Background: an optimization exercise with open tools, aiming at small area, a short achievable clock period and few clock cycles. Do not read the settings as production practice. At most, simulation tests tie the RTL to the original design; equivalence was not proved. For runs 1 and 2, only the layout was checked, not whether the RTL still works. No activity file was given, so power comes from the tool's default toggle rates.

### flow/constraint.sdc
create_clock -name core_clock -period 22.0 [get_ports {clk}]
set_input_delay 4.4000 -clock core_clock [delete_from_list [all_inputs] [get_ports {clk}]]
set_output_delay 4.4000 -clock core_clock [all_outputs]
set_load 0.01 [all_outputs]
### flow/standard.sh
#!/bin/bash
# synth_recipe.tcl (not shown) runs the flow's synth.tcl, then flattens the netlist and writes it again
# the make line also repeats each setting of config.mk as NAME=value (left out here)
make -C /OpenROAD-flow-scripts/flow DESIGN_CONFIG=/design/flow/config.mk WORK_HOME=/design/flow/orfs CLKGATE_MAP_FILE= SYNTH_SCRIPT=/design/flow/synth_recipe.tcl "${@:-finish}"
### flow/config.mk
export PLATFORM = sky130hd
export DESIGN_NAME = FPU_FSM
export DESIGN_NICKNAME = FPU_FSM
export VERILOG_FILES = /design/flow/design.v
export SDC_FILE = /design/flow/constraint.sdc
export NUM_CORES = 4
export LEC_CHECK = 0
export ABC_AREA = 1
export CAP_MARGIN = 20
export CORE_MARGIN = 2
export CORE_UTILIZATION = 50
export PLACE_DENSITY = 0.65
export SLEW_MARGIN = 20
### flow/flow/run.sh
#!/bin/bash
set -euo pipefail
cd "$(dirname "$0")/.."
bash standard.sh SETUP_SLACK_MARGIN=12 "BUFFER_PORTS_ARGS=-buffer_cell sky130_fd_sc_hd__buf_2" finish > standard_flow.log 2>&1
### flow/design.v
module FPU_FSM (
  input wire clk,
  input wire reset,
  input wire start,
  input wire       sign_bit_a,
  input wire [7:0] int_part_a,
  input wire [7:0] frac_part_a,
  input wire       sign_bit_b,
  input wire [7:0] int_part_b,
  input wire [7:0] frac_part_b,
  input wire [1:0] S,  
  output wire [31:0] result,
  output wire       sign_bit_result,
  output wire [7:0] int_part_result,
  output wire [7:0] frac_part_result,
  output reg done
);
  localparam K = 3;                    
  localparam NMC = (16 + K - 1) / K;   
  localparam MW = NMC * K;             
  localparam ML = 23 - MW;             
  wire [15:0] A = {int_part_a, frac_part_a};
  wire [15:0] B = {int_part_b, frac_part_b};
  wire nzA = |A;
  wire nzB = |B;
  wire sac = sign_bit_a & nzA;
  wire sbc = sign_bit_b & nzB;
  wire eff_sub = sac ^ sbc ^ S[0];
  wire [16:0] s_ab = {1'b0, A} + {1'b0, B};
  wire [16:0] d_ab = {1'b0, A} - {1'b0, B};
  wire [15:0] d_ba = B - A;
  wire a_lt_b = d_ab[16];
  wire [16:0] M = !eff_sub ? s_ab : (a_lt_b ? {1'b0, d_ba} : d_ab);
  wire add_sign = (eff_sub & a_lt_b) ? (sbc ^ S[0]) : sac;
  wire [16:0] nin = M;
  reg [16:0] nt;
  reg [4:0] nz;
  always @(*) begin
    nt = nin;
    nz[4] = (nt[16:1] == 16'd0); if (nz[4]) nt = {nt[0], 16'd0};
    nz[3] = (nt[16:9] == 8'd0);  if (nz[3]) nt = {nt[8:0], 8'd0};
    nz[2] = (nt[16:13] == 4'd0); if (nz[2]) nt = {nt[12:0], 4'd0};
    nz[1] = (nt[16:15] == 2'd0); if (nz[1]) nt = {nt[14:0], 2'd0};
    nz[0] = ~nt[16];             if (nz[0]) nt = {nt[15:0], 1'b0};
  end
  reg [15:0] at;
  reg [3:0] az;
  always @(*) begin
    at = A;
    az[3] = (at[15:8] == 8'd0);  if (az[3]) at = {at[7:0], 8'd0};
    az[2] = (at[15:12] == 4'd0); if (az[2]) at = {at[11:0], 4'd0};
    az[1] = (at[15:14] == 2'd0); if (az[1]) at = {at[13:0], 2'd0};
    az[0] = ~at[15];             if (az[0]) at = {at[14:0], 1'b0};
  end
  reg [15:0] bt;
  reg [3:0] bz;
  always @(*) begin
    bt = B;
    bz[3] = (bt[15:8] == 8'd0);  if (bz[3]) bt = {bt[7:0], 8'd0};
    bz[2] = (bt[15:12] == 4'd0); if (bz[2]) bt = {bt[11:0], 4'd0};
    bz[1] = (bt[15:14] == 2'd0); if (bz[1]) bt = {bt[13:0], 2'd0};
    bz[0] = ~bt[15];             if (bz[0]) bt = {bt[14:0], 1'b0};
  end
  wire [15:0] An = nzA ? at : 16'h8000;
  wire [15:0] Bn = nzB ? bt : 16'h8000;
  wire [7:0] ea = nzA ? (8'd134 - {4'd0, az}) : 8'd0;
  wire [7:0] eb = nzB ? (8'd134 - {4'd0, bz}) : 8'd0;
  reg [7:0] add_e;
  always @(*) begin
    case (nz)
      5'd0: add_e = 8'd135;  5'd1: add_e = 8'd134;  5'd2: add_e = 8'd133;
      5'd3: add_e = 8'd132;  5'd4: add_e = 8'd131;  5'd5: add_e = 8'd130;
      5'd6: add_e = 8'd129;  5'd7: add_e = 8'd128;  5'd8: add_e = 8'd127;
      5'd9: add_e = 8'd126;  5'd10: add_e = 8'd125; 5'd11: add_e = 8'd124;
      5'd12: add_e = 8'd123; 5'd13: add_e = 8'd122; 5'd14: add_e = 8'd121;
      5'd15: add_e = 8'd120; default: add_e = 8'd119;
    endcase
  end
  wire mzero = eff_sub ? (A == B) : ~(nzA | nzB);
  wire [31:0] add_res = mzero ? {add_sign, 31'd0}
                      : {add_sign, add_e, nt[15:0], 7'd0};
  wire [4:0] blen = 5'd16 - {1'b0, az};
  reg [2:0] mcyc;
  integer c;
  always @(*) begin
    mcyc = NMC;
    for (c = NMC - 1; c >= 1; c = c - 1)
      if (blen <= c * K) mcyc = c;
  end
  wire [MW-1:0] mq0 = {An, {(MW-16){1'b0}}} >> (MW - K * mcyc);
  wire q0 = (An >= Bn);
  wire [7:0] ex = ea + (eb ^ {8{S[0]}}) + {7'd0, ~S[0]};
  wire [7:0] ex1 = ex - 8'd1;
  reg [31:0] res;
  reg b_mul, b_div, pk;
  reg dm;              
  reg [2:0] cnt;
  reg [16:0] X;        
  reg [16:0] V;        
  reg [5:0] bud;       
  wire idle = ~(b_mul | b_div);
  wire [MW-1:0] MQ = res[22:ML];    
  wire [16:0] xs [0:K];
  wire [K-1:0] q;      
  wire [K-1:0] mo;     
  assign xs[0] = X;
  genvar g;
  generate
    for (g = 0; g < K; g = g + 1) begin : stg
      wire [16:0] op2 = V & {17{dm | MQ[g]}};
      wire [17:0] sum = {1'b0, xs[g]} + {1'b0, op2} + {17'd0, dm};
      wire qq = sum[17];
      wire [15:0] y = qq ? sum[15:0] : xs[g][15:0];
      assign xs[g+1] = dm ? {y, 1'b0} : {1'b0, sum[16:1]};
      assign q[g] = qq;
      assign mo[g] = sum[0];
    end
  endgenerate
  wire [2*K:0] ge;
  genvar n;
  generate
    for (n = 0; n <= 2 * K; n = n + 1) begin : gen_ge
      assign ge[n] = ~bud[5] && (bud[4:0] >= n);
    end
  endgenerate
  reg [K-1:0] qv;
  reg [3:0] pc;        
  integer t;
  always @(*) begin
    pc = 4'd0;
    for (t = 0; t < K - 1; t = t + 1) begin
      qv[t] = q[t] & ge[t + pc];
      pc = pc + {3'd0, q[t]};
    end
    qv[K-1] = q[K-1] & ge[K - 1 + pc];
  end
  wire div_end = q[K-1] ? ~ge[K + 1 + pc] : ~ge[K + pc];
  wire [5:0] bud_t = bud - K[5:0] - {2'd0, pc};
  wire [5:0] bud_t1 = bud - K[5:0] - 6'd1 - {2'd0, pc};
  wire [5:0] bud_next = q[K-1] ? bud_t1 : bud_t;
  wire [MW-1:0] MQn = {mo, MQ[MW-1:K]};
  wire [16+MW-1:0] P = {X[15:0], MQ};
  localparam PT = 16 + MW - 1;
  wire [16+MW-1:0] Pl = {xs[K][15:0], MQn};
  wire pcl = Pl[PT];
  wire [16+MW-1:0] Pn = pcl ? Pl : {Pl[PT-1:0], 1'b0};
  wire [22:0] pm = P[PT-1:PT-23];
  wire pg = P[PT-24];
  wire pr = P[PT-25];
  wire ps = |P[PT-26:0];
  wire rnd = pg & (pr | ps | pm[0]);
  wire ones = &pm;
  wire ovf = rnd & ones;
  wire [22:0] pm_r = !rnd ? pm : (ones ? 23'h400000 : pm + 23'd1);
  wire [7:0] pe = res[30:23] + {7'd0, ovf};
  always @(posedge clk or posedge reset) begin
    if (reset) begin
      b_mul <= 1'b0;
      pk <= 1'b0;
      b_div <= 1'b0;
      done <= 1'b0;
    end else begin
      done <= 1'b0;
      if (idle) begin
        if (start) begin
          pk <= 1'b0;
          if (!S[1] || (!S[0] && !(nzA && nzB))) done <= 1'b1;
          else if (!S[0]) b_mul <= 1'b1;
          else b_div <= 1'b1;
        end
      end
      if (b_mul && cnt == NMC - 1) begin
        b_mul <= 1'b0;
        pk <= 1'b1;
        done <= 1'b1;
      end
      if (b_div && div_end) begin
        b_div <= 1'b0;
        done <= 1'b1;
      end
    end
  end
  integer j;
  always @(posedge clk) begin
    cnt <= cnt + 3'd1;
    if (!idle) begin
      X <= (b_mul && cnt == NMC - 1) ? {1'b0, Pn[16+MW-1:MW]} : xs[K];
      bud <= bud_next;
    end
    if (idle && start) begin
      dm <= S[0];
      V <= S[0] ? ~{1'b0, Bn} : {1'b0, Bn};
      bud <= q0 ? 6'd23 : 6'd22;
      if (S[0]) begin
        X <= q0 ? {1'b0, An} : {An, 1'b0};
        cnt <= 3'd0;
      end else begin
        X <= 17'd0;
        cnt <= NMC - mcyc;
      end
    end
    if (idle && start) begin
      if (!S[1]) begin
        res <= add_res;
      end else if (!S[0]) begin
        res <= {sac ^ sbc, 31'd0};
        if (nzA && nzB) begin
          res[30:23] <= ex ^ 8'h80;
          res[22:ML] <= mq0;
        end
      end else begin
        res <= {sac ^ sbc, (q0 ? ex : ex1) ^ 8'h80, 23'd0};
      end
    end
    if (b_mul) begin
      if (cnt == NMC - 1) begin
        res[22:ML] <= Pn[MW-1:0];
        res[30:23] <= res[30:23] + {7'd0, pcl};
      end else begin
        res[22:ML] <= MQn;
      end
    end
    if (b_div) begin
      for (j = 0; j < 23; j = j + 1)
        if (cnt == (23 - j) / K) res[j] <= qv[(23 - j) % K];
    end
  end
  assign result = pk ? {res[31], pe, pm_r} : res;
  wire [7:0] rs = res[30:23];
  wire wov = pk & ovf;
  wire [25:0] W = {wov, 1'b1, wov ? 23'd0 : result[22:0], 1'b0};
  wire [7:0] u = 8'd143 - rs;
  wire [25:0] Ws = W >> u[4:0];
  wire inr = (rs >= 8'd118) && (rs <= 8'd143);
  assign {int_part_result, frac_part_result} = inr ? Ws[15:0] : 16'd0;
  assign sign_bit_result = result[31];
endmodule
==> impl_results.md, run 1 <==
- Largest net degree at the start of global routing: 74
- Max-cap violations: 0
- Dpl cell area: 18,400 um^2
- TritonCTS clock tree: done
- Element type at the critical path start: primary input
- Most used flip-flop cell after synthesis: edfxtp_1
- GRT Util Overall: 35.4%
- CTS buffer count: 9
- DRC: 0
- Drt first pass iters: 7
- Vias in the first global route: ~20k
- Post-route clock skew: 0.0127 ns
- DR vias/cell: 5.76
- Worst-Margin Slew: 1.07 ns
- Peak Freq: around 0.11 GHz
- Syn_nets: 3,414
- Area of the core: approximately 35,000 um^2
- Area Growth Syn to Fin: 5.76%
- Initial DRC Count: approximately 2.1k
- Max clock buf depth: 2
- Antenna cells: 0
- Wire per inst: 18.5 um
- Required @ worst endpoint: approximately 22 ns
- PortBufs: 88
- Final HPWL DP: approximately 56,000 um
- Crit path kind: primary input to flip-flop
- Maximum vdd drop: 99.0 uV
- Sequential Power Share: 12.7%
- Fin crit period: 9.51 ns
- WHS: 0.488 ns
- CP endpoint kind: flip-flop
- Antenna Nets Post-Route: 0
- Met1 GRT Util: 45.0%
- Most frequent cells in the layout: nand2_1, inv_1, o21ai_0, nor2_1, a21oi_1
- Via Count: 21.2k
- Synthesized instance count: ~3.2k
- Sequential fraction of the synthesis area: 11.4%
- Net Sw Frac: approximately three fifths
- Design area: 18,900 um^2
- Initial core utilization: 50.6%
- Total Wirelength: 68,000 um
- Cell area after synthesis: between 15,000 and 20,000 um^2
- Share of layout cells above drive strength 1: 7.26%
- Global-route layer with the greatest usage: met2
- CP delay by family, top: simple AND/OR/NAND/NOR gates
- Die ar.: 37,400 um^2
- Mean post-synth cell area: 5.57 um^2
- Final max-slew violation count: 0
- First-pass GRT wire length: 107,000 um
- Clk Latency, worst-skew pair: between 0.3 and 0.4 ns
- Status: finished clean
- Unrepaired setup endpoints after global routing: false
- Yosys warns: 1
- Netlist cell types: 67
- Post-synth EDFFs: 42
- Clock Sinks: 80
- Initial antenna violation count: 1
- Slew Limit Headroom: between 20% and 30%
- Row count: 69
- Clock transition at path regs: 0.07 ns
- Final setup fails: 0
- GRT overflow: 0
- Die width: between 150 and 200 um
- Final Cycle Share: 43.2%
- GR Util met2: 59.4%
- Sw Pwr: 0.00188 W
- Most common cell after layout, fill and taps aside: nand2_1
- # IOs: 89
- Clock root buffer: clkbuf_16
- Async S/R FF share, synth: under 10%
- RePlAce Congestion: approximately 1.0
- Total leakage power: 10.0 nW
- Power per cell area: 162 nW/um^2
- CP arrival: 9.80 ns
- Pint: 0.00120 W
- Htree depth: 3
- Die Y: 193 um
- Flops & latches, synth: 80
- Critical Path Slowest Stage Cell: fa_1
- Hold Vio Cnt, Final: 0
- CP Max Fanout: 19
- Max stage delay on crit path: 0.42 ns
- Comb pwr share: 82.4%
- Nets: 3,411
- Buf/Inv on CP: 9
- Fin Setup TNS: 0 ns
- Hold WC Path Type: flip-flop to flip-flop
- Met3 GRT Util: 4.62%
- Clk network pwr share: approximately 4.9%
==> routing by layer <==
metal  wire, um  vias up
met4       3330        2
met2      31000      903
li1           -    10400
met5         13        -
met1      28600     9674
met3       5040      169
==> power groups by stage <==
stage / logic (W) / registers, W / clock network (W)
finish: 0.00253 / 0.000389 / 0.000152
CTS: 0.00244 / 0.000385 / 0.000152
detailed placement: 0.00242 / 0.000387 / 0
floorplan: 0.00184 / 0.000300 / 0
global placement: 0.00240 / 0.000388 / 0
global route: 0.00282 / 0.000398 / 0.000158
==> final cells by class <==
| class | instances | area [um^2] |
|---|---|---|
| timing repair buffer | 110 | 629 |
| timing repair inverter | 1 | 7.51 |
| multi-input combinational | 2570 | 13700 |
| sequential | 80 | 2040 |
| tap | 461 | 577 |
| clock buffer | 12 | 256 |
| clock inverter | 4 | 26.3 |
| inverter | 444 | 1680 |
| fill | 3862 | 16500 |
==> cell families after synthesis <==
| group | Yosys count | share of synthesized area, % |
|---|---|---|
| simple gates | 1640 | 38.2 |
| compound gates | 661 | 20.7 |
| buf+inv | 570 | 12.8 |
| fa+ha+maj | 156 | 11.4 |
| xor+xnor | 95 | 4.64 |
| flops | 80 | 11.4 |
| mux | 15 | 0.838 |
| other cells | 2 | 0.0419 |
==> per-stage QoR <==
step                      util [%]  cells  worst slack, ns  total power (W)
final                         53.5   3682            12.49          0.00307
after global routing          53.5   3682            11.98          0.00338
after CTS                     52.9   3670            12.02          0.00298
after detailed placement      52.0   3654            10.81          0.00281
after global placement        52.0   3654            11.18          0.00279
after floorplan                  -   3219            13.11          0.00214
==> repair_timing <==
action	in CTS	in global routing
gates resized for setup	7	37
endpoints found under the setup margin	51	51
cloned	0	2
setup buffers	0	10
pin swaps	0	4
hold buffers	0	0
==> worst register-to-register path, delay by kind of cell (launching register included) <==
| family | cells | cell delay [ns] |
|---|---|---|
| AOI/OAI and AO/OA | 23 | 4.03 |
| DFF | 1 | 0.40 |
| buffers and inverters | 7 | 1.09 |
| adders and majority gates | 4 | 1.35 |
| and+or+nand+nor | 20 | 2.19 |
==> path summary, 6_finish.rpt <==
check                          end     startpoint  cells after the start  slack, ns
max                        res[15]  int_part_a[4]                     32      12.49
min                         res[0]         res[0]                      2       0.49
max reg2reg                res[29]             dm                     54      12.86
min reg2reg                 res[0]         res[0]                      2       0.49
max in group asynchronous     done          reset                      2      17.81
min in group asynchronous       pk          reset                      2       3.97
==> sequential cells by signal (all words and copies together) (netlist names) <==
name and flops:
dm 1, X 17, b_div 1, cnt 3, done 1, pk 1, V 17, b_mul 1
bud 6, res 32
==> cells in the mapped netlist, types with 5 or more instances <==
cell type	instances	share of area, %
nand2_1	1023	21
inv_1	426	8.9
o21ai_0	308	8.6
nor2_1	266	5.6
a21oi_1	206	5.8
nand3_1	205	5.7
ha_1	144	10
clkbuf_1	77	1.6
xor2_1	73	3.6
edfxtp_1	42	7.0
dfxtp_1	34	3.8
o211ai_1	34	1.4
nor3_1	31	0.87
nand4_1	30	1.0
xnor2_1	22	1.1
buf_4	18	0.75
o21ai_1	18	0.50
buf_2	17	0.47
nand2_2	16	0.56
a31oi_1	15	0.52
mux2i_1	15	0.84
o221ai_1	14	0.68
or2_2	14	0.49
inv_2	13	0.27
fa_1	12	1.3
nand3b_1	11	0.46
buf_6	8	0.50
nor2_2	8	0.28
o21bai_1	8	0.34
a22oi_1	7	0.29
nand2_4	7	0.44
o22ai_1	7	0.24
a21oi_2	6	0.29
and2_1	6	0.21
buf_1	6	0.13
nand3_2	6	0.34
clkinv_1	5	0.10
nor2_4	5	0.31
==> run 2, diff against run 1 <==
==> flow/flow/run.sh (replaced) <==
#!/bin/bash
set -euo pipefail
cd "$(dirname "$0")/.."
bash standard.sh SETUP_SLACK_MARGIN=13 "BUFFER_PORTS_ARGS=-buffer_cell sky130_fd_sc_hd__buf_2" finish > standard_flow.log 2>&1
==> run 2 against run 1 <==
Effect of this change:
- still clean on timing, DRC and antenna
- critical path depth is 17 lower
- utilization is 2.3 points higher
- synthesized cell count unchanged
- sequential share of layout area fell by 0.44 points
- maximum frequency up 8.7%
- register-to-register slack improved by 0.78 ns
- global-route usage grew 0.20 points
- die area unchanged
- largest cell class unchanged
- highest routed layer is now met4
==> impl_results.md, run 2 <==
- Die ar.: 37,400 um^2 (unchanged)
- Fin crit period: 8.74 ns (was 9.51 ns)
- Unrepaired setup endpoints after global routing: false (unchanged)
- Yosys warns: 1 (unchanged)
- Clock root buffer: clkbuf_16 (unchanged)
- Reg2reg setup slack: 13.64 ns (was 12.86 ns)
- Hold Vio Cnt, Final: 0 (unchanged)
- Initial DRC Count: 2,052 (was 2,142)
- Critical Path Slowest Stage Cell: edfxtp_1 (was fa_1)
- Nets: 3,458 (was 3,411)
- Hold Startpoint: res[0] (unchanged)
- Area of the core: 35,400 um^2 (unchanged)
- Antenna Nets Post-Route: 0 (unchanged)
- CP arrival: 4.34 ns (was 9.80 ns)
- Row count: 69 (unchanged)
- Share of layout cells above drive strength 1: 10.6% (was 7.26%)
- Flops & latches, synth: 80 (unchanged)
- Largest net degree at the start of global routing: 74 (unchanged)
- Largest family of logic cells by synthesized area: simple AND/OR/NAND/NOR gates (unchanged)
- Dpl cell area: 18,400 um^2 (unchanged)
- Htree depth: 3 (unchanged)
- Synth area leader: nand2_1 (unchanged)
- Buf/Inv on CP: 2 (was 9)
- Via Count: 21.5k (was 21.2k)
- Vias in the first global route: 20.2k (was 20.0k)
- Slew Limit Headroom: 24.7% (was 28.6%)
- GRT Util Overall: 35.6% (was 35.4%)
- Crit path to: frac_part_result[0] (was res[15])
- Simple-Gate Fraction of Synth Area: 38.2% (unchanged)
- Design Power: 0.00318 W (was 0.00307 W)
- Post-synth EDFFs: 42 (unchanged)
- Max-cap violations: 0 (unchanged)
- Design area: 19,800 um^2 (was 18,900 um^2)
- Mean post-synth cell area: 5.57 um^2 (unchanged)
- Crit path kind: flip-flop to output port (was primary input to flip-flop)
- FF-to-FF End: bud[5] (was res[29])
- CTS buffer count: 9 (unchanged)
- Final max-slew violation count: 0 (unchanged)
- Max clock buf depth: 2 (unchanged)
- Post-route clock skew: 0.0132 ns (was 0.0127 ns)
- WHS: 0.487 ns (was 0.488 ns)
- Total Wirelength: 69,300 um (was 68,000 um)
- CP delay by family, top: simple AND/OR/NAND/NOR gates (unchanged)
- Top reg by flops: res (unchanged)
- Post-Synth Adder-Cell Area: 11.4% (unchanged)
- Syn_nets: 3,414 (unchanged)
- FF-to-FF Start: dm (unchanged)
- Most used flip-flop cell after synthesis: edfxtp_1 (unchanged)
- Worst setup margin: 13.26 ns (was 12.49 ns)
- Synthesized instance count: 3,219 (unchanged)
- CP endpoint kind: output port (was flip-flop)
- Clock transition at path regs: 0.07 ns (about the same)
- Worst-Margin Slew: 1.13 ns (was 1.07 ns)
- Flip-flop count of the largest register after layout: 32 (unchanged)
- Largest regs: res: 32 flops, V: 17 flops, X: 17 flops (unchanged)
- Top cell by count, worst path: o21ai_0
- Worst path cell trace: nand2_1 -> nor3_1 -> nand4_1 -> nor2_1 -> nor2_4 -> clkinvlp_4 -> a31oi_1 -> o21ai_0 -> o21ai_0 -> mux2i_1 -> o21ai_0 -> o21ai_0 -> nor2_1 -> o221a_2 -> buf_2
- Die width: 193 um (unchanged)
- Die Y: 193 um (unchanged)
- Final HPWL DP: 55,600 um (unchanged)
- Max stage delay on crit path: 0.65 ns (was 0.42 ns)
- Top post-synthesis cells by area: nand2_1, ha_1, inv_1, o21ai_0, edfxtp_1 (unchanged)
- Fin Setup TNS: 0 ns (unchanged)
- TritonCTS clock tree: done (unchanged)
- Initial core utilization: 50.6% (unchanged)
- GRT overflow: 0 (unchanged)
- Hold WC Path Type: flip-flop to flip-flop (unchanged)
- Wire per inst: 18.6 um (was 18.5 um)
- Area Growth Syn to Fin: 10.3% (was 5.76%)
- RePlAce Congestion: 1.01 (unchanged)
- Synth Area in XOR/XNOR: 4.64% (unchanged)
- Required @ worst endpoint: 17.60 ns (was 22.30 ns)
- Netlist cell types: 67 (unchanged)
- Critical path depth: 15 (was 32)
- Most common cell after layout, fill and taps aside: nand2_1 (unchanged)
- Clk Latency, worst-skew pair: 0.36 ns (was 0.35 ns)
- First-pass GRT wire length: 108,000 um (was 107,000 um)
- DRC: 0 (unchanged)
- Sequential fraction of the synthesis area: 11.4% (unchanged)
- Critical path origin: X[10] (was int_part_a[4])
- Final setup fails: 0 (unchanged)
- Yosys top cell area share: 21.4% (unchanged)
- Async S/R FF share, synth: 5.00% (unchanged)
- Register-to-Register Path Depth: 51 (was 54)
- Mux cell area share after synthesis: 0.838% (unchanged)
- Status: finished clean (unchanged)
- CP Max Fanout: 12 (was 19)
- Element type at the critical path start: flip-flop (was primary input)
- Cell area after synthesis: 17,900 um^2 (unchanged)
- Final Cycle Share: 39.7% (was 43.2%)
- Clock Sinks: 80 (unchanged)
- Count leader, synth: nand2_1 (unchanged)
- PortBufs: 88 (unchanged)
- Cts hold-fix bufs: 0 (unchanged)
- Synth Area in Compound Gates: 20.7% (unchanged)
- DR vias/cell: 5.77 (was 5.76)
- Peak Freq: 0.114 GHz (was 0.105 GHz)
- Total leakage power: 10.3 nW (was 10.0 nW)
- Pre-CTS setup slack: 10.81 ns (unchanged)
- Worst hold stages: 2 (unchanged)
- Initial antenna violation count: 0 (was 1)
- Most frequent cells in the layout: nand2_1, inv_1, o21ai_0, nor2_1, a21oi_1 (unchanged)
- Most common library cells after synthesis: nand2_1, inv_1, o21ai_0 (unchanged)
- Drt first pass iters: 6 (was 7)
- # IOs: 89 (unchanged)
- Power per cell area: 161 nW/um^2 (was 162 nW/um^2)
- Maximum vdd drop: 107 uV (was 99.0 uV)
[run 2: per-layer routing]
metal	wire length, um	track usage (%)
met1	28900	44.9
met2	31600	59.8
met3	5210	4.88
met4	3610	16.9
met5	0	0
[run 2: cell families (layout without fill, tap and decap cells)]
logic type               count (synthesis)  count (layout)
XOR/XNOR                                95              95
adder cells (fa/ha/maj)                156             156
other                                    2               3
flip-flops                              80              80
buffers and inverters                  570             615
AND/OR/NAND/NOR                       1640            1644
AO/OA/AOI/OAI                          661             661
multiplexers                            15              15
[run 2: where the power goes]
group / switching [W] / internal [W] / total (W)
Combinational: 0.00173 / 0.000909 / 0.00264
Sequential: 0.000130 / 0.000259 / 0.000390
Clock: 0.0000695 / 0.0000831 / 0.000153
[run 2: layout make-up]
type	instances	area, um^2
timing repair buffer	154	1020
inverter	444	1720
sequential	80	2040
clock buffer	12	256
antenna	1	2.50
multi-input combinational	2573	14100
clock inverter	4	26.3
timing repair inverter	1	7.51
fill	3784	15600
tap	461	577
[run 2: per-stage QoR]
step	utilization, %	cells
final	55.8	3730
after global routing	55.8	3729
after CTS	53.8	3685
after detailed placement	52.0	3654
after global placement	52.0	3654
after floorplan	-	3219
[run 2: what timing repair did]
item / in CTS / in global routing
buffers inserted: 14 / 39
pin swaps: 7 / 18
resized for setup: 60 / 102
setup endpoints to repair: 62 / 67
gates cloned: 1 / 5
[run 2: worst min-delay path by stage]
stage / endpoint / slack (ns)
after floorplan: res[4] / 0.45
after global placement: res[2] / 0.47
after detailed placement: res[0] / 0.47
after CTS: res[0] / 0.49
after global routing: res[0] / 0.53
final: res[0] / 0.49
[run 2: worst register-to-register path: cells and delay by family, from the launching register on]
kind                       cells  cell delay (ns)
AOI/OAI and AO/OA             21             3.30
DFF                            1             0.43
and+or+nand+nor               21             2.37
adders and majority gates      3             0.96
buffers and inverters          6             1.03
==> run 3, diff against run 2 <==
--- a/flow/design.v
+++ b/flow/design.v
@@ -95,4 +95,5 @@
   reg b_mul, b_div, pk;
   reg dm;              
+  reg pcr;             
   reg [2:0] cnt;
   reg [16:0] X;        
@@ -153,5 +154,6 @@
   wire ovf = rnd & ones;
   wire [22:0] pm_r = !rnd ? pm : (ones ? 23'h400000 : pm + 23'd1);
-  wire [7:0] pe = res[30:23] + {7'd0, ovf};
+  wire [7:0] pke = res[30:23] + {7'd0, pcr};    
+  wire [7:0] pe = pke + {7'd0, ovf};
   always @(posedge clk or posedge reset) begin
     if (reset) begin
@@ -214,7 +216,7 @@
     end
     if (b_mul) begin
+      pcr <= pcl;
       if (cnt == NMC - 1) begin
         res[22:ML] <= Pn[MW-1:0];
-        res[30:23] <= res[30:23] + {7'd0, pcl};
       end else begin
         res[22:ML] <= MQn;
@@ -227,5 +229,5 @@
   end
   assign result = pk ? {res[31], pe, pm_r} : res;
-  wire [7:0] rs = res[30:23];
+  wire [7:0] rs = pk ? pke : res[30:23];
   wire wov = pk & ovf;
   wire [25:0] W = {wov, 1'b1, wov ? 23'd0 : result[22:0], 1'b0};
--- a/flow/config.mk
+++ b/flow/config.mk
@@ -6,5 +6,5 @@
 export NUM_CORES = 4
 export LEC_CHECK = 0
-export ABC_AREA = 1
+export ABC_AREA = 0
 export CAP_MARGIN = 20
 export CORE_MARGIN = 2
==> run 3 against run 2 <==
Effect of this change:
- critical path type is now primary input to flip-flop
- first-iteration DRC count grew 9.1%
- largest cell class unchanged
- design area is 1.5% higher
- non-clock buffer count up 44
- maximum frequency fell by 2.4%
- register-to-register slack worse by 0.35 ns
- clock skew hardly changed
- global-route usage fell by 0.84 points
- still clean
- sequential power down 1%
==> impl_results.md, run 3 <==
- Sequential Power Share: 10.4% (was 12.2%)
- Design area: 20,100 um^2 (was 19,800 um^2)
- Pre-CTS setup slack: 11.51 ns (was 10.81 ns)
- Post-synth EDFFs: 51 (was 42)
- Final setup fails: 0 (unchanged)
- Fin crit period: 8.96 ns (was 8.74 ns)
- Htree depth: 3 (unchanged)
- Max stage delay on crit path: 0.49 ns (was 0.65 ns)
- Yosys top cell area share: 10.5% (was 21.4%)
- Hold Vio Cnt, Final: 0 (unchanged)
- Met1 GRT Util: 47.7% (was 44.9%)
- Max-cap violations: 0 (unchanged)
- Largest net degree at the start of global routing: 65 (was 74)
- Crit path kind: primary input to flip-flop (was flip-flop to output port)
- Sw Pwr: 0.00207 W (was 0.00193 W)
- Worst-Margin Slew: 1.04 ns (was 1.13 ns)
- Top reg by flops: res (unchanged)
- Total leakage power: 8.39 nW (was 10.3 nW)
- Netlist cell types: 95 (was 67)
- First-pass GRT wire length: 99,300 um (was 108,000 um)
- Share of layout cells above drive strength 1: 18.3% (was 10.6%)
- Die ar.: 35,900 um^2 (was 37,400 um^2)
- Top post-synthesis cells by area: ha_1, edfxtp_1, mux2i_1, a21oi_1, nor2_1 (was nand2_1, ha_1, inv_1, o21ai_0, edfxtp_1)
- CTS buffer count: 9 (unchanged)
- Pint: 0.00164 W (was 0.00125 W)
- Largest regs: res: 32 flops, V: 17 flops, X: 17 flops (unchanged)
- Slew Limit Headroom: 30.2% (was 24.7%)
- Element type at the critical path start: primary input (was flip-flop)
- Post-route clock skew: 0.0132 ns (about the same)
- GRT Util Overall: 34.7% (was 35.6%)
- Antenna Nets Post-Route: 0 (unchanged)
- Most frequent cells in the layout: nor2_1, a21oi_1, nand2_1, o21ai_0, ha_1 (was nand2_1, inv_1, o21ai_0, nor2_1, a21oi_1)
- CP Max Fanout: 16 (was 12)
- Sequential fraction of the synthesis area: 12.5% (was 11.4%)
- Initial DRC Count: 2,238 (was 2,052)
- Maximum vdd drop: 140 uV (was 107 uV)
- Initial antenna violation count: 1 (was 0)
- Syn_nets: 2,604 (was 3,414)
- Clk Latency, worst-skew pair: 0.36 ns (about the same)
- Peak Freq: 0.112 GHz (was 0.114 GHz)
- Area Growth Syn to Fin: 16.8% (was 10.3%)
- Top cell by count, worst path: a21oi_1 (was o21ai_0)
- Via Count: 19.5k (was 21.5k)
- Status: finished clean (unchanged)
- Worst path cell trace: clkbuf_4 -> inv_1 -> ha_1 -> inv_2 -> o21bai_1 -> a221o_2 -> nor2_4 -> buf_4 -> buf_12 -> o221ai_1 -> a21bo_2 -> xnor2_1 -> nand4_1 -> a21oi_1 -> buf_6 -> mux2_2 -> nand2_1 -> o21ai_0 -> a221oi_2 -> a21oi_1 (was nand2_1 -> nor3_1 -> nand4_1 -> nor2_1 -> nor2_4 -> clkinvlp_4 -> a31oi_1 -> o21ai_0 -> o21ai_0 -> mux2i_1 -> o21ai_0 -> o21ai_0 -> nor2_1 -> o221a_2 -> buf_2)
- Synth area leader: ha_1 (was nand2_1)
- Antenna cells: 0 (was 1)
- Dpl cell area: 18,000 um^2 (was 18,400 um^2)
- Final max-slew violation count: 0 (unchanged)
- Die Y: 189 um (was 193 um)
- GRT overflow: 0 (unchanged)
- Wire per inst: 22.6 um (was 18.6 um)
- Clock transition at path regs: 0.07 ns (about the same)
- Hold Startpoint: res[4] (was res[0])
- CP endpoint kind: flip-flop (was output port)
- Fin Setup TNS: 0 ns (unchanged)
- Initial core utilization: 51.0% (was 50.6%)
- Flip-flop count of the largest register after layout: 32 (unchanged)
- Final Cycle Share: 40.7% (was 39.7%)
- Synthesized instance count: 2,409 (was 3,219)
- WHS: 0.469 ns (was 0.487 ns)
- Async S/R FF share, synth: 4.94% (was 5.00%)
- Net Sw Frac: 55.7% (was 60.7%)
- Worst setup margin: 13.04 ns (was 13.26 ns)
- Critical Path Slowest Stage Cell: ha_1 (was edfxtp_1)
- Met3 GRT Util: 3.76% (was 4.88%)
- Cts hold-fix bufs: 0 (unchanged)
- Count leader, synth: nor2_1 (was nand2_1)
- Global-route layer with the greatest usage: met2 (unchanged)
- Row count: 67 (was 69)
- Die width: 189 um (was 193 um)
- Total Wirelength: 66,300 um (was 69,300 um)
- Critical path origin: int_part_a[6] (was X[10])
- Final HPWL DP: 49,700 um (was 55,600 um)
- Clock root buffer: clkbuf_16 (unchanged)
- CP arrival: 9.20 ns (was 4.34 ns)
- TritonCTS clock tree: done (unchanged)
- Clk network pwr share: 4.3% (was 4.8%)
- Most used flip-flop cell after synthesis: edfxtp_1 (unchanged)
- Nets: 2,681 (was 3,458)
- Area of the core: 33,700 um^2 (was 35,400 um^2)
- Most common cell after layout, fill and taps aside: nor2_1 (was nand2_1)
- Cell area after synthesis: 17,200 um^2 (was 17,900 um^2)
- Unrepaired setup endpoints after global routing: true (was false)
- Hold WC Path Type: flip-flop to flip-flop (unchanged)
- # IOs: 89 (unchanged)
- GR Util met2: 56.4% (was 59.8%)
- FF-to-FF Start: dm (unchanged)
- PortBufs: 88 (unchanged)
- Most common library cells after synthesis: nor2_1, a21oi_1, nand2_1 (was nand2_1, inv_1, o21ai_0)
- Flops & latches, synth: 81 (was 80)
- Drt first pass iters: 7 (was 6)
- Yosys warns: 1 (unchanged)
- Power per cell area: 185 nW/um^2 (was 161 nW/um^2)
- Required @ worst endpoint: 22.25 ns (was 17.60 ns)
- Mean post-synth cell area: 7.13 um^2 (was 5.57 um^2)
- DRC: 0 (unchanged)
- Comb pwr share: 85.3% (was 83.0%)
- Clock Sinks: 81 (was 80)
- RePlAce Congestion: 1.02 (was 1.01)
- Max clock buf depth: 2 (unchanged)
- DR vias/cell: 6.63 (was 5.77)
- Vias in the first global route: 17.7k (was 20.2k)
## run 3: timing repair
| item | CTS | global route |
|---|---|---|
| gates cloned | 2 | 7 |
| pin swaps | 18 | 52 |
| buffers inserted | 31 | 49 |
| hold endpoints to repair | 0 | 0 |
| resized for setup | 75 | 134 |
| setup endpoints to repair | 54 | 66 |
## run 3: kinds of logic after synthesis
| group | Yosys count | share of synthesized area [%] |
|---|---|---|
| AND/OR/NAND/NOR | 826 | 23.5 |
| AO/OA/AOI/OAI | 782 | 28.9 |
| buffers and inverters | 263 | 6.12 |
| multiplexers | 159 | 9.70 |
| adder cells (fa/ha/maj) | 156 | 11.9 |
| XOR/XNOR | 140 | 7.31 |
| flip-flops | 81 | 12.5 |
| other | 2 | 0.0437 |
## run 3: worst max-delay path, delay by kind of cell
kind	cells	cell delay (ns)
AND/OR/NAND/NOR	3	0.49
XOR/XNOR	1	0.34
AO/OA/AOI/OAI	8	2.15
adder cells (fa/ha/maj)	1	0.49
multiplexers	1	0.37
buffers and inverters	6	0.97
## run 3: area by class of cell
| type | instances | area [um^2] |
|---|---|---|
| Timing Repair Buffer | 198 | 1480 |
| Tap cell | 448 | 561 |
| Fill cell | 3274 | 13600 |
| Clock buffer | 10 | 229 |
| Inverter | 126 | 484 |
| Clock inverter | 6 | 75.1 |
| Multi-Input combinational cell | 2070 | 15100 |
| Sequential cell | 81 | 2150 |
## run 3: through the flow
step,power [W],utilization [%],cells
after floorplan,0.00248,-,2409
after global placement,0.00316,53.4,2834
after detailed placement,0.00319,53.5,2834
after CTS,0.00345,56.2,2883
after global routing,0.00400,59.5,2939
final,0.00371,59.5,2939
## run 3: power by group through the flow
stage | logic [W] | clock network, W | registers [W]
after floorplan | 0.00217 | 0 | 0.000311
after global placement | 0.00278 | 0 | 0.000381
after detailed placement | 0.00281 | 0 | 0.000381
after CTS | 0.00291 | 0.000162 | 0.000379
after global routing | 0.00344 | 0.000169 | 0.000389
final | 0.00317 | 0.000161 | 0.000385
## run 3: final timing paths
kind	endpoint	slack (ns)	depth (start not counted)
min in group asynchronous	b_div	3.94	2
worst max-delay path	res[15]	13.04	20
worst min-delay path	res[4]	0.47	2
worst max register to register	res[17]	13.29	41
max in group asynchronous	pk	17.85	2
worst min register to register	res[4]	0.47	2
## run 3: routing by layer
layer	vias to the layer above	wire length [um]
li1	8985	-
met1	9279	28300
met2	1035	29700
met3	195	5790
met4	0	2530
met5	-	0
Testbench counts of run 3, summed over its fixed seeds: cycles 41,078.
==> run 4, diff against run 3 <==
--- a/flow/config.mk
+++ b/flow/config.mk
@@ -6,5 +6,5 @@
 export NUM_CORES = 4
 export LEC_CHECK = 0
-export ABC_AREA = 0
+export ABC_AREA = 1
 export CAP_MARGIN = 20
 export CORE_MARGIN = 2
==> run 4 against run 3 <==
Effect of this change:
- still clean on timing, DRC and antenna
- flip-flop and latch count is the same
- sequential power shrank 8.6%
- cell count grew 25%
==> impl_results.md, run 4 <==
- Fin crit period: 8.68 ns (was 8.96 ns)
- Cts hold-fix bufs: 0 (unchanged)
- Antenna Nets Post-Route: 0 (unchanged)
- Cell area after synthesis: 18,000 um^2 (was 17,200 um^2)
- CP arrival: 8.98 ns (was 9.20 ns)
- Max stage delay on crit path: 0.46 ns (was 0.49 ns)
- Placed cells: 3,621 (was 2,834)
- Element type at the critical path start: primary input (unchanged)
- Fin Setup TNS: 0 ns (unchanged)
- Clock transition at path regs: 0.06 ns (was 0.07 ns)
- Final HPWL DP: 53,400 um (was 49,700 um)
- Flops & latches, synth: 81 (unchanged)
- GR Util met2: 58.1% (was 56.4%)
- Most used flip-flop cell after synthesis: edfxtp_1 (unchanged)
- DRC: 0 (unchanged)
- Design Power: 0.00331 W (was 0.00371 W)
- Synth area leader: nand2_1 (was ha_1)
- Async S/R FF share, synth: 4.94% (unchanged)
- Netlist cell types: 71 (was 95)
- Count leader, synth: nand2_1 (was nor2_1)
- Yosys warns: 1 (unchanged)
- TritonCTS clock tree: done (unchanged)
- Die ar.: 37,400 um^2 (was 35,900 um^2)
- Fill cells: 3,749 (was 3,274)
- CP delay by family, top: simple AND/OR/NAND/NOR gates (was compound AO/OA/AOI/OAI gates)
- Sequential fraction of the synthesis area: 12.0% (was 12.5%)
- Critical Path Slowest Stage Cell: fa_1 (was ha_1)
- Row count: 69 (was 67)
- Power per cell area: 171 nW/um^2 (was 185 nW/um^2)
- GRT overflow: 0 (unchanged)
- Via Count: 21.1k (was 19.5k)
- Antenna cells: 0 (unchanged)
- Top reg by flops: res (unchanged)
- Nets: 3,389 (was 2,681)
- Worst setup margin: 13.32 ns (was 13.04 ns)
- Share of layout cells above drive strength 1: 9.22% (was 18.3%)
- Required @ worst endpoint: 22.30 ns (was 22.25 ns)
- Top cell by count, worst path: nand2_1 (was a21oi_1)
- Area Growth Syn to Fin: 7.92% (was 16.8%)
- Clock Sinks: 81 (unchanged)
- First-pass GRT wire length: 105,000 um (was 99,300 um)
- Final max-slew violation count: 0 (unchanged)
- PortBufs: 88 (unchanged)
- DR vias/cell: 5.76 (was 6.63)
- Post-Layout Cell Count: 3,660 (was 2,939)
- # IOs: 89 (unchanged)
- Hold Vio Cnt, Final: 0 (unchanged)
- Global-route layer with the greatest usage: met2 (unchanged)
- Unrepaired setup endpoints after global routing: false (was true)
- Pre-CTS setup slack: 10.46 ns (was 11.51 ns)
- Buf/Inv on CP: 7 (was 6)
- Top post-synthesis cells by area: nand2_1, ha_1, edfxtp_1, inv_1, o21ai_0 (was ha_1, edfxtp_1, mux2i_1, a21oi_1, nor2_1)
- Yosys top cell area share: 20.1% (was 10.5%)
- Peak Freq: 0.115 GHz (was 0.112 GHz)
- CP Max Fanout: 18 (was 16)
- Slew Limit Headroom: 31.2% (was 30.2%)
- Largest regs: res: 32 flops, V: 17 flops, X: 17 flops (unchanged)
- Initial antenna violation count: 0 (was 1)
- CTS buffer count: 9 (unchanged)
- Maximum vdd drop: 92.0 uV (was 140 uV)
- Die Y: 194 um (was 189 um)
- Status: finished clean (unchanged)
- WHS: 0.492 ns (was 0.469 ns)
- Syn_nets: 3,369 (was 2,604)
- Htree depth: 3 (unchanged)
- Initial DRC Count: 1,841 (was 2,238)
- Clock root buffer: clkbuf_16 (unchanged)
- Most frequent cells in the layout: nand2_1, inv_1, nor2_1, o21ai_0, nand3_1 (was nor2_1, a21oi_1, nand2_1, o21ai_0, ha_1)
- Final setup fails: 0 (unchanged)
- Max-cap violations: 0 (unchanged)
- Drt first pass iters: 8 (was 7)
- GRT Util Overall: 34.5% (was 34.7%)
- Wire per inst: 18.0 um (was 22.6 um)
- Initial core utilization: 50.6% (was 51.0%)
- Total leakage power: 9.98 nW (was 8.39 nW)
- Most common cell after layout, fill and taps aside: nand2_1 (was nor2_1)
- Worst-Margin Slew: 1.03 ns (was 1.04 ns)
- Post-route clock skew: 0.0110 ns (was 0.0132 ns)
- Flip-flop count of the largest register after layout: 32 (unchanged)
- Crit path kind: primary input to flip-flop (unchanged)
- Largest net degree at the start of global routing: 53 (was 65)
- Die width: 194 um (was 189 um)
- Post-synth EDFFs: 51 (unchanged)
- CP endpoint kind: flip-flop (unchanged)
- Area of the core: 35,500 um^2 (was 33,700 um^2)
- Mean post-synth cell area: 5.66 um^2 (was 7.13 um^2)
- Vias in the first global route: 20.0k (was 17.7k)
- Most common library cells after synthesis: nand2_1, inv_1, nor2_1 (was nor2_1, a21oi_1, nand2_1)
- Met1 GRT Util: 43.5% (was 47.7%)
- Final Cycle Share: 39.5% (was 40.7%)
- Max clock buf depth: 2 (unchanged)
- Met3 GRT Util: 3.61% (was 3.76%)
- Total Wirelength: 66,100 um (was 66,300 um)
- Clk Latency, worst-skew pair: 0.36 ns (about the same)
- RePlAce Congestion: 1.05 (was 1.02)
- Synthesized instance count: 3,174 (was 2,409)
- Hold WC Path Type: flip-flop to flip-flop (unchanged)
==> run 4: cell types whose count changed after synthesis, moves of 60 or more <==
| cell | change |
|---|---|
| inv_1 | +277 |
| mux2i_1 | -106 |
| nand2_1 | +746 |
| nand3_1 | +175 |
| nor2_1 | +60 |
| nor2b_1 | -73 |
| o21ai_0 | +117 |
| xnor2_1 | -70 |
==> run 4: final cells by class <==
cell class / instances / area (um^2) / share of cell area [%]
Sequential cell: 81 / 2150 / 11.1
Inverter: 425 / 1640 / 8.44
Timing Repair Buffer: 121 / 753 / 3.89
Clock buffer: 11 / 254 / 1.31
Clock inverter: 5 / 83.8 / 0.433
Tap cell: 461 / 577 / 2.98
Multi-Input combinational cell: 2556 / 13900 / 71.8
==> run 4: kinds of logic (layout without fill, tap and decap cells) <==
family,Yosys count,count (layout),synth area share (%)
AOI/OAI and AO/OA,656,656,20.4
xor gates and xnor gates,96,96,4.68
adders and majority gates,156,156,11.4
buffers and inverters,538,562,12.1
DFF,81,81,12.0
muxes,12,12,0.697
other,2,2,0.0418
and+or+nand+nor,1633,1634,38.8
==> run 4: tightest hold or removal path, cell delays in order, from the launching register on <==
cell,delay [ns]
dfxtp_1,0.33
nand3_1,0.07
o21ai_0,0.06
==> run 4: per-layer routing <==
| layer | up-vias | share of wire, % |
|---|---|---|
| met2 | 893 | 46 |
| li1 | 10400 | - |
| met1 | 9596 | 42 |
| met5 | - | 0 |
| met3 | 196 | 6.6 |
| met4 | 0 | 5.6 |
==> run 4: through the flow <==
stage | util, % | area (um^2)
3_3_place_gp | 52.1 | 18500
2_1_floorplan | - | 18000
5_1_grt | 54.6 | 19400
3_5_place_dp | 52.1 | 18500
6_report | 54.6 | 19400
4_1_cts | 53.8 | 19100
==> run 4: final timing paths <==
kind	slack [ns]	to	start	depth (start not counted)
hold / removal	0.49	res[0]	res[0]	2
max in group asynchronous	17.86	b_mul	reset	2
min in group asynchronous	3.94	done	reset	2
hold reg to reg	0.49	res[0]	res[0]	2
setup reg to reg	13.55	res[7]	dm	54
setup / recovery	13.32	res[11]	int_part_a[7]	31
==> run 4: timing repair <==
action                                 CTS  global route
endpoints found under the hold margin    0             0
setup buffers                           12             9
pin swaps                                8            10
gates cloned                             1             1
gates resized for setup                 34            66
setup endpoints to repair               54            65
==> run 4: power breakdown <==
group	total (W)	internal, W	switching [W]	leakage [nW]
combinational	0.00278	0.000935	0.00184	9.05
sequential	0.000352	0.000265	0.0000871	0.771
clock	0.000179	0.000107	0.0000714	0.166
==> run 5, diff against run 4 <==
--- a/flow/config.mk
+++ b/flow/config.mk
@@ -9,5 +9,5 @@
 export CAP_MARGIN = 20
 export CORE_MARGIN = 2
-export CORE_UTILIZATION = 50
-export PLACE_DENSITY = 0.65
+export CORE_UTILIZATION = 60
+export PLACE_DENSITY = 0.72
 export SLEW_MARGIN = 20
==> run 5 against run 4 <==
Effect of this change:
- still clean on timing, DRC and antenna
- clock power is 13% lower
- critical path depth is 5 higher
- flip-flop and latch count stayed put
- non-clock buffer count is 11 higher
- synthesized cell count stayed put
- hold slack worse by 0.0013 ns
- first-iteration DRC count is 32% higher
- sequential power is 1% lower
- maximum frequency is 1.4% lower
- count of clock-buffer cells in the layout is 1 higher
- wire length is 3.9% lower
- largest cell class unchanged
- largest power group unchanged
- highest routed layer is now met5
==> impl_results.md, run 5 <==
- GR Util met2: 65.0% (was 58.1%)
- CP Max Fanout: 12 (was 18)
- Pint: 0.00129 W (was 0.00131 W)
- Max stage delay on crit path: 0.32 ns (was 0.46 ns)
- Peak Freq: 0.113 GHz (was 0.115 GHz)
- Yosys top cell area share: 20.1% (unchanged)
- First-pass GRT wire length: 99,500 um (was 105,000 um)
- Synth Area in XOR/XNOR: 4.68% (unchanged)
- Vias in the first global route: 19.6k (was 20.0k)
- Clk network pwr share: 4.8% (was 5.4%)
- PortBufs: 88 (unchanged)
- Share of layout cells above drive strength 1: 9.38% (was 9.22%)
- Critical Path Slowest Stage Cell: ha_1 (was fa_1)
- Clock transition at path regs: 0.07 ns (was 0.06 ns)
- GRT overflow: 0 (unchanged)
- Most frequent cells in the layout: nand2_1, inv_1, nor2_1, o21ai_0, nand3_1 (unchanged)
- Total Wirelength: 63,500 um (was 66,100 um)
- Clock Sinks: 81 (unchanged)
- Hold Vio Cnt, Final: 0 (unchanged)
- Final max-slew violation count: 0 (unchanged)
- Die ar.: 31,300 um^2 (was 37,400 um^2)
- Met1 GRT Util: 49.9% (was 43.5%)
- Cell area after synthesis: 18,000 um^2 (unchanged)
- Htree depth: 3 (unchanged)
- Hold WC Path Type: flip-flop to flip-flop (unchanged)
- Async S/R FF share, synth: 4.94% (unchanged)
- Flip-flop count of the largest register after layout: 32 (unchanged)
- Synth Area in Compound Gates: 20.4% (unchanged)
- Required @ worst endpoint: 22.11 ns (was 22.30 ns)
- Largest family of logic cells by synthesized area: simple AND/OR/NAND/NOR gates (unchanged)
- Flops & latches, synth: 81 (unchanged)
- Yosys warns: 1 (unchanged)
- Fin Setup TNS: 0 ns (unchanged)
- DR vias/cell: 5.97 (was 5.76)
- Sequential fraction of the synthesis area: 12.0% (unchanged)
- Area of the core: 29,600 um^2 (was 35,500 um^2)
- Crit path kind: primary input to flip-flop (unchanged)
- Mux cell area share after synthesis: 0.697% (unchanged)
- Synthesized instance count: 3,174 (unchanged)
- Met3 GRT Util: 7.28% (was 3.61%)
- Max clock buf depth: 2 (unchanged)
- RePlAce Congestion: 1.07 (was 1.05)
- Post-Synth Adder-Cell Area: 11.4% (unchanged)
- Wire per inst: 17.6 um (was 18.0 um)
- Top cell by count, worst path: nand2_1 (unchanged)
- # IOs: 89 (unchanged)
- Via Count: 21.5k (was 21.1k)
- Final Cycle Share: 40.0% (was 39.5%)
- Global-route layer with the greatest usage: met2 (unchanged)
- Simple-Gate Fraction of Synth Area: 38.8% (unchanged)
- Area Growth Syn to Fin: 7.33% (was 7.92%)
- Top post-synthesis cells by area: nand2_1, ha_1, edfxtp_1, inv_1, o21ai_0 (unchanged)
- Synth area leader: nand2_1 (unchanged)
- Antenna Nets Post-Route: 0 (unchanged)
- Post-route clock skew: 0.0131 ns (was 0.0110 ns)
- Sequential Power Share: 10.6% (was 10.7%)
- Netlist cell types: 71 (unchanged)
- Net Sw Frac: 60.5% (about the same)
- Comb pwr share: 84.6% (was 83.9%)
- Syn_nets: 3,369 (unchanged)
- Design area: 19,300 um^2 (was 19,400 um^2)
- DRC: 0 (unchanged)
- Count leader, synth: nand2_1 (unchanged)
- WHS: 0.490 ns (was 0.492 ns)
- Mean post-synth cell area: 5.66 um^2 (unchanged)
- Most common cell after layout, fill and taps aside: nand2_1 (unchanged)
- TritonCTS clock tree: done (unchanged)
- Largest regs: res: 32 flops, V: 17 flops, X: 17 flops (unchanged)
- Unrepaired setup endpoints after global routing: false (unchanged)
- Slew Limit Headroom: 33.7% (was 31.2%)
- Fin crit period: 8.81 ns (was 8.68 ns)
- Max-cap violations: 0 (unchanged)
- Power per cell area: 170 nW/um^2 (was 171 nW/um^2)
- Total leakage power: 10.0 nW (was 9.98 nW)
- Dpl cell area: 18,400 um^2 (was 18,500 um^2)
- Initial antenna violation count: 4 (was 0)
- Element type at the critical path start: primary input (unchanged)
- Largest net degree at the start of global routing: 67 (was 53)
- CTS buffer count: 9 (unchanged)
- Post-synth EDFFs: 51 (unchanged)
- Row count: 63 (was 69)
- Top reg by flops: res (unchanged)
- Status: finished clean (unchanged)
- Final HPWL DP: 51,200 um (was 53,400 um)
- Nets: 3,400 (was 3,389)
- Clk Latency, worst-skew pair: 0.35 ns (was 0.36 ns)
- Most used flip-flop cell after synthesis: edfxtp_1 (unchanged)
- Sw Pwr: 0.00198 W (was 0.00200 W)
- Most common library cells after synthesis: nand2_1, inv_1, nor2_1 (unchanged)
- GRT Util Overall: 39.6% (was 34.5%)
- Final setup fails: 0 (unchanged)
- CP endpoint kind: flip-flop (unchanged)
- CP arrival: 8.92 ns (was 8.98 ns)
- Initial DRC Count: 2,430 (was 1,841)
- Maximum vdd drop: 123 uV (was 92.0 uV)
- Drt first pass iters: 7 (was 8)
- Initial core utilization: 60.7% (was 50.6%)
- Worst-Margin Slew: 0.994 ns (was 1.03 ns)
- Die Y: 177 um (was 194 um)
- Die width: 177 um (was 194 um)
- Clock root buffer: clkbuf_16 (unchanged)
- Cts hold-fix bufs: 0 (unchanged)
run 5: cell counts after synthesis:
No cell type changed its count.
run 5: worst paths after layout:
kind / start / to / slack, ns / cells after the start
worst max-delay path: int_part_a[7] / res[27] / 13.19 / 36
worst max register to register: dm / X[4] / 13.62 / 56
max in group asynchronous: reset / b_mul / 17.89 / 2
worst min-delay path: res[0] / res[0] / 0.49 / 2
min in group asynchronous: reset / done / 3.94 / 2
worst min register to register: res[0] / res[0] / 0.49 / 2
run 5: final cells by class:
type / count / area, um^2
Clock inverter: 4 / 32.5
Clock buffer: 12 / 268
Multi-Input combinational cell: 2556 / 13900
Fill cell: 2960 / 10300
Sequential cell: 81 / 2150
Inverter: 425 / 1630
Antenna cell: 2 / 5.00
Timing Repair Buffer: 132 / 810
Tap cell: 390 / 488
run 5: per-layer routing:
| metal | vias up | part of all wire [%] | wire length, um |
|---|---|---|---|
| li1 | 10400 | - | - |
| met3 | 253 | 9.5 | 6050 |
| met5 | - | 0.063 | 40 |
| met1 | 9673 | 40 | 25600 |
| met4 | 6 | 5.4 | 3400 |
| met2 | 1149 | 45 | 28400 |
run 5: cell families after synthesis:
| kind of cell | after synthesis |
|---|---|
| buffers and inverters | 538 |
| XOR/XNOR | 96 |
| flip-flops | 81 |
| AO/OA/AOI/OAI | 656 |
| multiplexers | 12 |
| AND/OR/NAND/NOR | 1633 |
| adder cells (fa/ha/maj) | 156 |
| other | 2 |
run 5: repair_timing:
| item | CTS | global route |
|---|---|---|
| buffers inserted | 12 | 20 |
| pin swaps | 6 | 11 |
| resized for setup | 25 | 63 |
| setup endpoints to repair | 54 | 68 |
| cloned | 0 | 1 |
run 5: metrics by stage:
step | setup WS, ns | power, W | std cells | utilization (%)
detailed placement | 10.97 | 0.00291 | 3550 | 62.3
finish | 13.19 | 0.00327 | 3602 | 65.2
floorplan | 13.39 | 0.00225 | 3174 | -
global placement | 11.22 | 0.00287 | 3549 | 62.2
global route | 12.92 | 0.00357 | 3600 | 65.2
CTS | 13.00 | 0.00311 | 3578 | 63.9
run 5: critical path: cells and delay by family:
| kind | cells | cell delay [ns] |
|---|---|---|
| buf+inv | 7 | 1.06 |
| compound gates | 6 | 0.74 |
| simple gates | 22 | 2.38 |
| fa+ha+maj | 1 | 0.32 |
run 5: power groups by stage:
stage / sequential (W) / clock, W / combinational [W]
finish: 0.000347 / 0.000155 / 0.00277
global route: 0.000353 / 0.000159 / 0.00306
CTS: 0.000343 / 0.000154 / 0.00261
detailed placement: 0.000345 / 0 / 0.00257
global placement: 0.000343 / 0 / 0.00252
floorplan: 0.000305 / 0 / 0.00195
==> run 6, diff against run 5 <==
==> flow/flow/run.sh (replaced) <==
#!/bin/bash
set -euo pipefail
cd "$(dirname "$0")/.."
bash standard.sh SETUP_SLACK_MARGIN=14 "BUFFER_PORTS_ARGS=-buffer_cell sky130_fd_sc_hd__buf_2" finish > standard_flow.log 2>&1
--- a/flow/config.mk
+++ b/flow/config.mk
@@ -9,5 +9,5 @@
 export CAP_MARGIN = 20
 export CORE_MARGIN = 2
-export CORE_UTILIZATION = 60
-export PLACE_DENSITY = 0.72
+export CORE_UTILIZATION = 50
+export PLACE_DENSITY = 0.65
 export SLEW_MARGIN = 20
==> run 6 against run 5 <==
Effect of this change:
- flip-flop and latch count unchanged
- still clean
- power up 15%
- synthesized cell count unchanged
- wire length up 17%
- clock power about the same
- count of clock-buffer cells in the layout down 1
- critical path depth down 5
- critical endpoint is now res[18]
==> impl_results.md, run 6 <==
- DR vias/cell: 5.92 (was 5.97)
- Required @ worst endpoint: 22.28 ns (was 22.11 ns)
- Flops & latches, synth: 81 (unchanged)
- Top reg by flops: res (unchanged)
- PortBufs: 88 (unchanged)
- Yosys top cell area share: 20.1% (unchanged)
- Most common cell after layout, fill and taps aside: nand2_1 (unchanged)
- Clock Sinks: 81 (unchanged)
- Initial antenna violation count: 0 (was 4)
- Via Count: 23.0k (was 21.5k)
- Total Wirelength: 74,500 um (was 63,500 um)
- Crit path to: res[18] (was res[27])
- Clock transition at path regs: 0.07 ns (about the same)
- Element type at the critical path start: primary input (unchanged)
- Final Cycle Share: 37.5% (was 40.0%)
- Hold WC Path Type: flip-flop to flip-flop (unchanged)
- FF-to-FF End: X[7] (was X[4])
- Post-synth EDFFs: 51 (unchanged)
- Mean post-synth cell area: 5.66 um^2 (unchanged)
- Reg2reg setup slack: 14.24 ns (was 13.62 ns)
- Crit path kind: primary input to flip-flop (unchanged)
- Fin Setup TNS: 0 ns (unchanged)
- CP arrival: 8.53 ns (was 8.92 ns)
- Count leader, synth: nand2_1 (unchanged)
- Row count: 69 (was 63)
- Unrepaired setup endpoints after global routing: true (was false)
- RePlAce Congestion: 1.05 (was 1.07)
- Hold Vio Cnt, Final: 0 (unchanged)
- First-pass GRT wire length: 111,000 um (was 99,500 um)
- Initial core utilization: 50.6% (was 60.7%)
- Antenna Nets Post-Route: 0 (unchanged)
- Area of the core: 35,500 um^2 (was 29,600 um^2)
- GRT Util Overall: 36.6% (was 39.6%)
- Simple-Gate Fraction of Synth Area: 38.8% (unchanged)
- Synth Area in XOR/XNOR: 4.68% (unchanged)
- Total leakage power: 11.4 nW (was 10.0 nW)
- Final HPWL DP: 54,400 um (was 51,200 um)
- DRC: 0 (unchanged)
- Synth Area in Compound Gates: 20.4% (unchanged)
- Post-Layout Cell Count: 3,888 (was 3,602)
- Final max-slew violation count: 0 (unchanged)
- Critical path origin: int_part_a[2] (was int_part_a[7])
- Max stage delay on crit path: 0.42 ns (was 0.32 ns)
- CP Max Fanout: 7 (was 12)
- Die ar.: 37,400 um^2 (was 31,300 um^2)
- Sequential fraction of the synthesis area: 12.0% (unchanged)
- Vias in the first global route: 21.0k (was 19.6k)
- Top cell by count, worst path: nand2_2 (was nand2_1)
- Htree depth: 3 (unchanged)
- Post-Synth Adder-Cell Area: 11.4% (unchanged)
- Register-to-Register Path Depth: 49 (was 56)
- Netlist cell types: 71 (unchanged)
- Placed cells: 3,620 (was 3,550)
- Die width: 194 um (was 177 um)
- Syn_nets: 3,369 (unchanged)
- Flip-flop count of the largest register after layout: 32 (unchanged)
- Mux cell area share after synthesis: 0.697% (unchanged)
- Die Y: 194 um (was 177 um)
- CP endpoint kind: flip-flop (unchanged)
- GRT overflow: 0 (unchanged)
- Cts hold-fix bufs: 0 (unchanged)
- Yosys warns: 1 (unchanged)
- Synthesized instance count: 3,174 (unchanged)
- Max-cap violations: 0 (unchanged)
- Peak Freq: 0.121 GHz (was 0.113 GHz)
- Share of layout cells above drive strength 1: 25.1% (was 9.38%)
- Clock root buffer: clkbuf_16 (unchanged)
- TritonCTS clock tree: done (unchanged)
- Largest regs: res: 32 flops, V: 17 flops, X: 17 flops (unchanged)
- Synth area leader: nand2_1 (unchanged)
- Status: finished clean (unchanged)
- Initial DRC Count: 2,098 (was 2,430)
- Critical Path Slowest Stage Cell: fa_2 (was ha_1)
- Final setup fails: 0 (unchanged)
- Fill cells: 3,332 (was 2,960)
- Post-route clock skew: 0.00803 ns (was 0.0131 ns)
- Largest net degree at the start of global routing: 53 (was 67)
- Cell area after synthesis: 18,000 um^2 (unchanged)
- Most frequent cells in the layout: nand2_1, inv_1, nor2_1, buf_4, nand3_1 (was nand2_1, inv_1, nor2_1, o21ai_0, nand3_1)
- Largest family of logic cells by synthesized area: simple AND/OR/NAND/NOR gates (unchanged)
- Drt first pass iters: 6 (was 7)
- Most used flip-flop cell after synthesis: edfxtp_1 (unchanged)
- Antenna cells: 0 (was 2)
- Area Growth Syn to Fin: 29.8% (was 7.33%)
- Async S/R FF share, synth: 4.94% (unchanged)
- Wire per inst: 19.2 um (was 17.6 um)
- FF-to-FF Start: dm (unchanged)
- Max clock buf depth: 2 (unchanged)
- Maximum vdd drop: 165 uV (was 123 uV)
- Worst-Margin Slew: 1.04 ns (was 0.994 ns)
- Fin crit period: 8.24 ns (was 8.81 ns)
- Nets: 3,617 (was 3,400)
- Top post-synthesis cells by area: nand2_1, ha_1, edfxtp_1, inv_1, o21ai_0 (unchanged)
- Most common library cells after synthesis: nand2_1, inv_1, nor2_1 (unchanged)
- # IOs: 89 (unchanged)
- CTS buffer count: 9 (unchanged)
- Clk Latency, worst-skew pair: 0.35 ns (about the same)
- Slew Limit Headroom: 30.3% (was 33.7%)
- Power per cell area: 161 nW/um^2 (was 170 nW/um^2)
-- run 6: critical path, delay by kind of cell --
family	cells	cell delay, ns
buf+inv	6	0.68
fa+ha+maj	2	0.59
simple gates	19	2.17
compound gates	4	0.71
-- run 6: metal layers --
metal  track usage [%]  vias up  wire length (um)
met4              20.7        0              4790
met3              2.93      278              5210
met1              44.9    10700             29500
li1                  -    10900                 -
met5                 0        -                 0
met2              63.1     1201             35000
-- run 6: power by group --
part	switching [W]	total, W	internal, W
Clock	0.0000701	0.000158	0.0000880
Sequential	0.0000815	0.000349	0.000267
Combinational	0.00205	0.00324	0.00119
Total	0.00220	0.00375	0.00154
-- run 6: worst min-delay path by stage --
stage / startpoint / end / cells after the start
after global placement: res[0] / res[0] / 2
final: res[0] / res[0] / 2
after detailed placement: res[4] / res[4] / 2
after global routing: res[1] / res[1] / 2
after CTS: res[4] / res[4] / 2
after floorplan: res[0] / res[0] / 2
-- run 6: per-stage QoR --
step           power, W  utilization [%]  cell area [um^2]  setup slack, ns  hold WS [ns]
2_1_floorplan   0.00227                -             18100            13.78         0.453
3_3_place_gp    0.00291             52.4             18600            11.75         0.469
3_5_place_dp    0.00294             52.4             18600            11.29         0.481
4_1_cts         0.00329             58.0             20600            13.99         0.496
5_1_grt         0.00406             65.7             23300            13.57         0.525
6_report        0.00375             65.7             23300            13.76         0.486
-- run 6: cells by family after synthesis --
logic type / Yosys count
other: 2
XOR/XNOR: 96
buffers and inverters: 538
AO/OA/AOI/OAI: 656
flip-flops: 81
adder cells (fa/ha/maj): 156
AND/OR/NAND/NOR: 1633
multiplexers: 12
-- run 6: repair_timing --
action,CTS,global route
cloned,7,9
buffers inserted,101,135
pin swaps,58,155
gates resized for setup,238,471
endpoints found under the hold margin,0,0
setup endpoints to repair,70,68
-- run 6: layout make-up --
cell class	count	area, um^2	share of cell area, %
timing repair buffer	339	2720	11.7
clock buffer	11	264	1.13
timing repair inverter	3	17.5	0.0752
tap	461	577	2.48
multi-input combinational	2563	15800	67.7
sequential	81	2170	9.30
clock inverter	5	38.8	0.166
inverter	425	1760	7.54

==> separate check: timing with driven ports <==
The results above use ideal ports. As a check the final layouts listed here were re-extracted and re-timed, cells and wires unchanged.
Step 1, drivers: a clkbuf_16 drives clk and a buf_2 each remaining input, both assumed.
Step 2 times the ports against the registers' clock, not the clock port: input delays grow and output delays shrink by t, the midpoint of the rising clock arrivals with the driver on.
Slacks: ideal ports / drivers / drivers and shift; pairs: ideal ports / drivers.
run	t (ns)	setup slack, ns	worst setup path after step 2
run 1	0.394	12.495 / 12.522 / 12.129	input to register
run 2	0.399	13.256 / 13.208 / 12.928	input to register
run 3	0.404	13.042 / 13.060 / 12.656	input to register
run 4	0.402	13.316 / 13.341 / 12.938	input to register
run 5	0.389	13.189 / 13.207 / 12.819	input to register
run 6	0.388	13.757 / 13.746 / 13.358	input to register
After both steps every run listed still meets setup and hold. The setup slack of run 6, which loses most, moves by -0.011 ns with the drivers and by -0.399 ns with both steps.
